This is an optimization exercise on Yosys and OpenROAD, whose aim is small area, not a production implementation. In this exercise RTL edits were held to simulation tests only and were not proved equivalent to the original.

## hdcp_cipher
module hdcp_cipher(
		   input wire    clk,
		   input         reset,
		   input [55:0]  Km,               
		   input [63:0]  An,               
		   input         hdcpBlockCipher_init,  
		   input         authentication,   
		   input         hdcpRekeyCipher,  
		   input         hdcpStreamCipher, 
		   output [23:0] pr_data,          
		   output reg    stream_ready      
		   );
Settings: LEC_CHECK=0, CAP_MARGIN=20, CORE_MARGIN=2, CORE_UTILIZATION=40, CTS_BUF_LIST=sky130_fd_sc_hd__clkbuf_8, CTS_CLUSTER_DIAMETER=50, CTS_CLUSTER_SIZE=14, SLEW_MARGIN=20; clock period 4.0 ns.
standard.sh (not shown) runs the stock make flow with config.mk's settings and CLKGATE_MAP_FILE= SYNTH_SCRIPT=/design/flow/synth_recipe.tcl, a recipe that flattens the netlist after the stock synthesis.
==> flow/flow/run.sh <==
#!/bin/bash
cp standard.sh standard_sh_copy.txt
export BUFFER_PORTS_ARGS="-buffer_cell sky130_fd_sc_hd__buf_1"
bash standard.sh > standard.log 2>&1
==> next run, changes <==
- CTS_BUF_LIST: sky130_fd_sc_hd__clkbuf_8 -> sky130_fd_sc_hd__clkbuf_16
- CTS_CLUSTER_DIAMETER: 50 -> 60
- CTS_CLUSTER_SIZE: 14 -> 20
Result:
- cell count drops by 0.67%
- global-route usage is about the same
- clock-buffer cell count decreases by 10
- die area does not change
==> next run, changes <==
- CTS_BUF_LIST: sky130_fd_sc_hd__clkbuf_16 -> sky130_fd_sc_hd__clkbuf_4
- CTS_CLUSTER_DIAMETER: 60 -> default
- CTS_CLUSTER_SIZE: 20 -> default
Die area stays the same.
Worst setup slack degrades by 0.27 ns.
Maximum frequency came out lower by 6.9%.
Cell count came out higher by 3.7%.
Clock skew came out higher by 0.027 ns.

* * *

== onyx ==
hdcp_cipher, a different RTL version from the one above (not shown whole).
For scale: about 2,200 cells after synthesis, roughly 20,000 sq um of cells after synthesis.
==> flow/config.mk <==
export PLATFORM = sky130hd
export DESIGN_NAME = hdcp_cipher
export DESIGN_NICKNAME = hdcp_cipher
export VERILOG_FILES = /design/flow/design.v
export SDC_FILE = /design/flow/constraint.sdc
export NUM_CORES = 4
export LEC_CHECK = 0
export CAP_MARGIN = 20
export CORE_MARGIN = 2
export CORE_UTILIZATION = 40
export CTS_BUF_LIST = sky130_fd_sc_hd__clkbuf_4
export CTS_CLUSTER_DIAMETER = 40
export CTS_CLUSTER_SIZE = 8
export SLEW_MARGIN = 20
==> flow/constraint.sdc <==
create_clock -name core_clock -period 4.0 [get_ports {clk}]
set_input_delay 0.8000 -clock core_clock [delete_from_list [all_inputs] [get_ports {clk}]]
set_output_delay 0.8000 -clock core_clock [all_outputs]
set_load 0.01 [all_outputs]
==> flow/flow/run.sh <==
#!/bin/bash
# The standard synthesis, then an area-oriented re-mapping of the
# combinational logic (the flip-flops are kept as they are, with their
# names and cell types), then the standard layout with plain buf_1
# cells as the port buffers.
set -euo pipefail
W=$PWD
RES=$W/orfs/results/sky130hd/hdcp_cipher/base
LIB=$FLOW_HOME/platforms/sky130hd/lib/sky130_fd_sc_hd__tt_025C_1v80.lib

# 1. standard synthesis (up to the Yosys netlist)
bash standard.sh $RES/1_2_yosys.v > synth_standard.log 2>&1
cp $RES/1_2_yosys.v $W/netlist_standard.v

# 2. re-map the combinational logic for area
grep -oE "^\s*sky130_fd_sc_hd__\w+" $W/netlist_standard.v | tr -d ' ' | sort -u > $W/cells_used.txt
python3 $W/flow/mkcells.py $LIB $W/cells_used.txt > $W/cell_models.v
printf 'set_driving_cell sky130_fd_sc_hd__buf_1\nset_load 5\n' > $W/abc.constr
sed -e "s#@LIB@#$LIB#g" -e "s#@W@#$W#g" $W/flow/resyn.ys > $W/resyn_run.ys
yosys -s $W/resyn_run.ys > $W/resyn.log 2>&1
cp $W/netlist_resyn.v $RES/1_2_yosys.v

# 3. the rest of the standard flow
export BUFFER_PORTS_ARGS="-buffer_cell sky130_fd_sc_hd__buf_1"
bash standard.sh > standard.log 2>&1
==> flow/flow/resyn.abc <==
strash
dc2
dch -f
amap
==> flow/flow/resyn.ys <==
read_verilog @W@/cell_models.v
read_verilog @W@/netlist_standard.v
hierarchy -top hdcp_cipher
flatten
hierarchy -top hdcp_cipher
rename -hide w:_*_.*
read_liberty -lib -ignore_redef @LIB@
techmap
opt -purge
abc -liberty @LIB@ -dont_use sky130_fd_sc_hd__probe_p_8 -dont_use sky130_fd_sc_hd__probec_p_8 -dont_use *lpflow* -constr @W@/abc.constr -script @W@/flow/resyn.abc
splitnets
opt_clean -purge
hilomap -singleton -hicell sky130_fd_sc_hd__conb_1 HI -locell sky130_fd_sc_hd__conb_1 LO
insbuf -buf sky130_fd_sc_hd__buf_4 A X
check -assert -mapped
stat -liberty @LIB@
write_verilog -noattr -nohex -nodec @W@/netlist_resyn.v
Other scripts of this flow, unchanged in this note and not shown: flow/flow/mkcells.py
onyx completed; timing, DRC and antenna clean
Input changes introduced in amber (baseline for comparison: onyx):
diff --git a/flow/flow/run.sh b/flow/flow/run.sh
--- a/flow/flow/run.sh
+++ b/flow/flow/run.sh
@@ -2,6 +2,7 @@
 # The standard synthesis, then an area-oriented re-mapping of the
 # combinational logic (the flip-flops are kept as they are, with their
-# names and cell types), then the standard layout with plain buf_1
-# cells as the port buffers.
+# names and cell types; a few ABC scripts are tried and the smallest
+# netlist is kept), then the standard layout with plain buf_1 cells
+# as the port buffers.
 set -euo pipefail
 W=$PWD
@@ -17,7 +18,20 @@
 python3 $W/flow/mkcells.py $LIB $W/cells_used.txt > $W/cell_models.v
 printf 'set_driving_cell sky130_fd_sc_hd__buf_1\nset_load 5\n' > $W/abc.constr
-sed -e "s#@LIB@#$LIB#g" -e "s#@W@#$W#g" $W/flow/resyn.ys > $W/resyn_run.ys
-yosys -s $W/resyn_run.ys > $W/resyn.log 2>&1
-cp $W/netlist_resyn.v $RES/1_2_yosys.v
+for i in 1 2 3 4; do
+  sed -e "s#@LIB@#$LIB#g" -e "s#@W@#$W#g" -e "s#@ABC@#$W/flow/resyn$i.abc#" \
+      -e "s#@OUT@#$W/netlist_resyn$i.v#" $W/flow/resyn.ys > $W/resyn$i.ys
+  yosys -s $W/resyn$i.ys > $W/resyn$i.log 2>&1 &
+done
+wait || true
+best=""; bestarea=""
+for i in 1 2 3 4; do
+  if [[ -f $W/netlist_resyn$i.v ]]; then
+    a=$(grep "Chip area" $W/resyn$i.log | tail -1 | awk '{print $NF}')
+    echo "script $i: area $a" >> $W/resyn_choice.log
+    if [[ -z "$best" ]] || awk "BEGIN{exit !($a < $bestarea)}"; then best=$i; bestarea=$a; fi
+  fi
+done
+echo "chosen: script $best ($bestarea)" >> $W/resyn_choice.log
+cp $W/netlist_resyn$best.v $RES/1_2_yosys.v
 
 # 3. the rest of the standard flow
==> flow/flow/resyn.ys <==
read_verilog @W@/cell_models.v
read_verilog @W@/netlist_standard.v
hierarchy -top hdcp_cipher
flatten
hierarchy -top hdcp_cipher
rename -hide w:_*_.*
read_liberty -lib -ignore_redef @LIB@
techmap
opt -purge
abc -liberty @LIB@ -dont_use sky130_fd_sc_hd__probe_p_8 -dont_use sky130_fd_sc_hd__probec_p_8 -dont_use *lpflow* -constr @W@/abc.constr -script @ABC@
splitnets
opt_clean -purge
hilomap -singleton -hicell sky130_fd_sc_hd__conb_1 HI -locell sky130_fd_sc_hd__conb_1 LO
insbuf -buf sky130_fd_sc_hd__buf_4 A X
check -assert -mapped
stat -liberty @LIB@
write_verilog -noattr -nohex -nodec @OUT@
==> flow/flow/resyn1.abc (new file) <==
strash
dc2
dch -f
amap
==> flow/flow/resyn2.abc (new file) <==
&get -n
&st
&b
&dc2
&put
dch -f
amap
==> flow/flow/resyn3.abc (new file) <==
&get -n
&st
&syn2
&dc2
&put
dch -f
amap
==> flow/flow/resyn4.abc (new file) <==
&get -n
&st
&b
&syn2
&dc2
&put
dch -f
amap
diff --git a/flow/config.mk b/flow/config.mk
--- a/flow/config.mk
+++ b/flow/config.mk
@@ -9,6 +9,6 @@
 export CORE_MARGIN = 2
 export CORE_UTILIZATION = 40
-export CTS_BUF_LIST = sky130_fd_sc_hd__clkbuf_4
-export CTS_CLUSTER_DIAMETER = 40
-export CTS_CLUSTER_SIZE = 8
+export CTS_BUF_LIST = sky130_fd_sc_hd__clkbuf_8
+export CTS_CLUSTER_DIAMETER = 50
+export CTS_CLUSTER_SIZE = 14
 export SLEW_MARGIN = 20
removed: flow/flow/resyn.abc
--- outcome ---
- Vertical extent of the die in amber vs onyx: down about 0.65%
- Summary: clock skew, amber better than onyx
- amber ends up with a slew at the pin with the worst max-slew slack that is 0.15 ns lower than in onyx.
- On wire length, amber does better than onyx.
- The higher count of nets after finishing came out of onyx.
- In the tables for amber and onyx, non-clock buffer count reads higher with onyx.
diff inputs: amber => raven
==> flow/flow/run.sh <==
#!/bin/bash
# The standard synthesis, then an area-oriented re-mapping of the
# combinational logic (the flip-flops are kept as they are, with their
# names and cell types), then the standard layout with plain buf_1
# cells as the port buffers.
set -euo pipefail
W=$PWD
RES=$W/orfs/results/sky130hd/hdcp_cipher/base
LIB=$FLOW_HOME/platforms/sky130hd/lib/sky130_fd_sc_hd__tt_025C_1v80.lib

# 1. standard synthesis (up to the Yosys netlist)
bash standard.sh $RES/1_2_yosys.v > synth_standard.log 2>&1
cp $RES/1_2_yosys.v $W/netlist_standard.v

# 2. re-map the combinational logic for area
grep -oE "^\s*sky130_fd_sc_hd__\w+" $W/netlist_standard.v | tr -d ' ' | sort -u > $W/cells_used.txt
python3 $W/flow/mkcells.py $LIB $W/cells_used.txt > $W/cell_models.v
printf 'set_driving_cell sky130_fd_sc_hd__buf_1\nset_load 5\n' > $W/abc.constr
sed -e "s#@LIB@#$LIB#g" -e "s#@W@#$W#g" $W/flow/resyn.ys > $W/resyn_run.ys
yosys -s $W/resyn_run.ys > $W/resyn.log 2>&1
cp $W/netlist_resyn.v $RES/1_2_yosys.v

# 3. the rest of the standard flow
export BUFFER_PORTS_ARGS="-buffer_cell sky130_fd_sc_hd__buf_1"
bash standard.sh > standard.log 2>&1
==> flow/flow/resyn.abc (new file) <==
strash
dc2
dch -f
amap
diff --git a/flow/flow/resyn.ys b/flow/flow/resyn.ys
--- a/flow/flow/resyn.ys
+++ b/flow/flow/resyn.ys
@@ -8,5 +8,5 @@
 techmap
 opt -purge
-abc -liberty @LIB@ -dont_use sky130_fd_sc_hd__probe_p_8 -dont_use sky130_fd_sc_hd__probec_p_8 -dont_use *lpflow* -constr @W@/abc.constr -script @ABC@
+abc -liberty @LIB@ -dont_use sky130_fd_sc_hd__probe_p_8 -dont_use sky130_fd_sc_hd__probec_p_8 -dont_use *lpflow* -constr @W@/abc.constr -script @W@/flow/resyn.abc
 splitnets
 opt_clean -purge
@@ -15,3 +15,3 @@
 check -assert -mapped
 stat -liberty @LIB@
-write_verilog -noattr -nohex -nodec @OUT@
+write_verilog -noattr -nohex -nodec @W@/netlist_resyn.v
removed: flow/flow/resyn1.abc
removed: flow/flow/resyn2.abc
removed: flow/flow/resyn3.abc
removed: flow/flow/resyn4.abc
--- outcome ---
Relative max-transition margin (lower): raven
The final reports for raven and amber show total global routing track utilization higher in the former.
Worst setup slack (raven over amber): increase, 0.063 ns
amber reports its endpoint of the most critical setup path as pr_data[1] while raven reports pr_data[19].
Looking at minimum period implied by the final worst setup slack, raven sits below amber.
In the metrics for amber and raven, the one carrying the lower routing usage on met1 is amber.
Design area was lower in amber than in raven.
As far as total count of max-transition violations in the final report goes, raven and amber are indistinguishable; the numbers are identical.
| wire length | raven vs amber | worse |
For pepper, these inputs were changed with respect to raven:
diff --git a/flow/flow/resyn.ys b/flow/flow/resyn.ys
--- a/flow/flow/resyn.ys
+++ b/flow/flow/resyn.ys
@@ -4,5 +4,4 @@
 flatten
 hierarchy -top hdcp_cipher
-rename -hide w:_*_.*
 read_liberty -lib -ignore_redef @LIB@
 techmap
--- outcome ---
Post-route cell area deteriorates in pepper relative to raven.
Compared to raven, pepper has via count 126 lower.
pepper reports a higher floorplan die width than raven does.
Between pepper and raven, it is pepper whose largest net degree at the start of global routing is higher, by about 36%.
Number of levels in the clock H-tree: raven vs pepper identical
Across both runs, slew of the pin with the lowest slew margin was lower for pepper than for raven.
Lower total wirelength of the detailed-routed design goes to pepper over raven.
Half-perimeter wire length after placement delta (pepper -> raven): insignificant

[port drivers added, routing unchanged]
No port has a modelled driver above. Below, the same layouts with a new extraction and two added sets of constraints. Step 1, drivers: a clkbuf_16 drives clk and a buf_2 each remaining input, both assumed. Step 2 moves the port delays by t, midway between the first and last clock arrival at a register: inputs arrive t later, outputs are due t later. That takes back most of the time a late clock gives input paths. Slacks: ideal ports / drivers / drivers and shift; pairs: ideal ports / drivers.
run | shift t [ns] | setup WS [ns] | hold WS [ns] | clock arrival spread, ns | pins driven straight from the clock port
the first run of note 1 | 0.716 | 0.333 / 0.275 / 0.894 | 0.031 / -0.008 / 0.458 | 0.054 / 0.055 | 1
the second run of note 1 | 0.623 | 0.384 / 0.322 / 0.839 | 0.105 / 0.062 / 0.456 | 0.028 / 0.028 | 1
the third run of note 1 | 0.916 | 0.117 / 0.059 / 0.875 | 0.114 / 0.078 / 0.438 | 0.054 / 0.054 | 1
onyx | 0.888 | 0.063 / 0.004 / 0.212 | 0.119 / 0.084 / 0.449 | 0.052 / 0.052 | 1
amber | 0.732 | 0.041 / -0.014 / 0.320 | 0.286 / 0.255 / 0.453 | 0.037 / 0.037 | 1
raven | 0.723 | 0.105 / 0.048 / 0.189 | 0.296 / 0.264 / 0.456 | 0.045 / 0.044 | 1
pepper | 0.738 | 0.086 / 0.027 / 0.420 | 0.275 / 0.236 / 0.459 | 0.036 / 0.037 | 1
After both steps setup and hold are still met in every run listed.
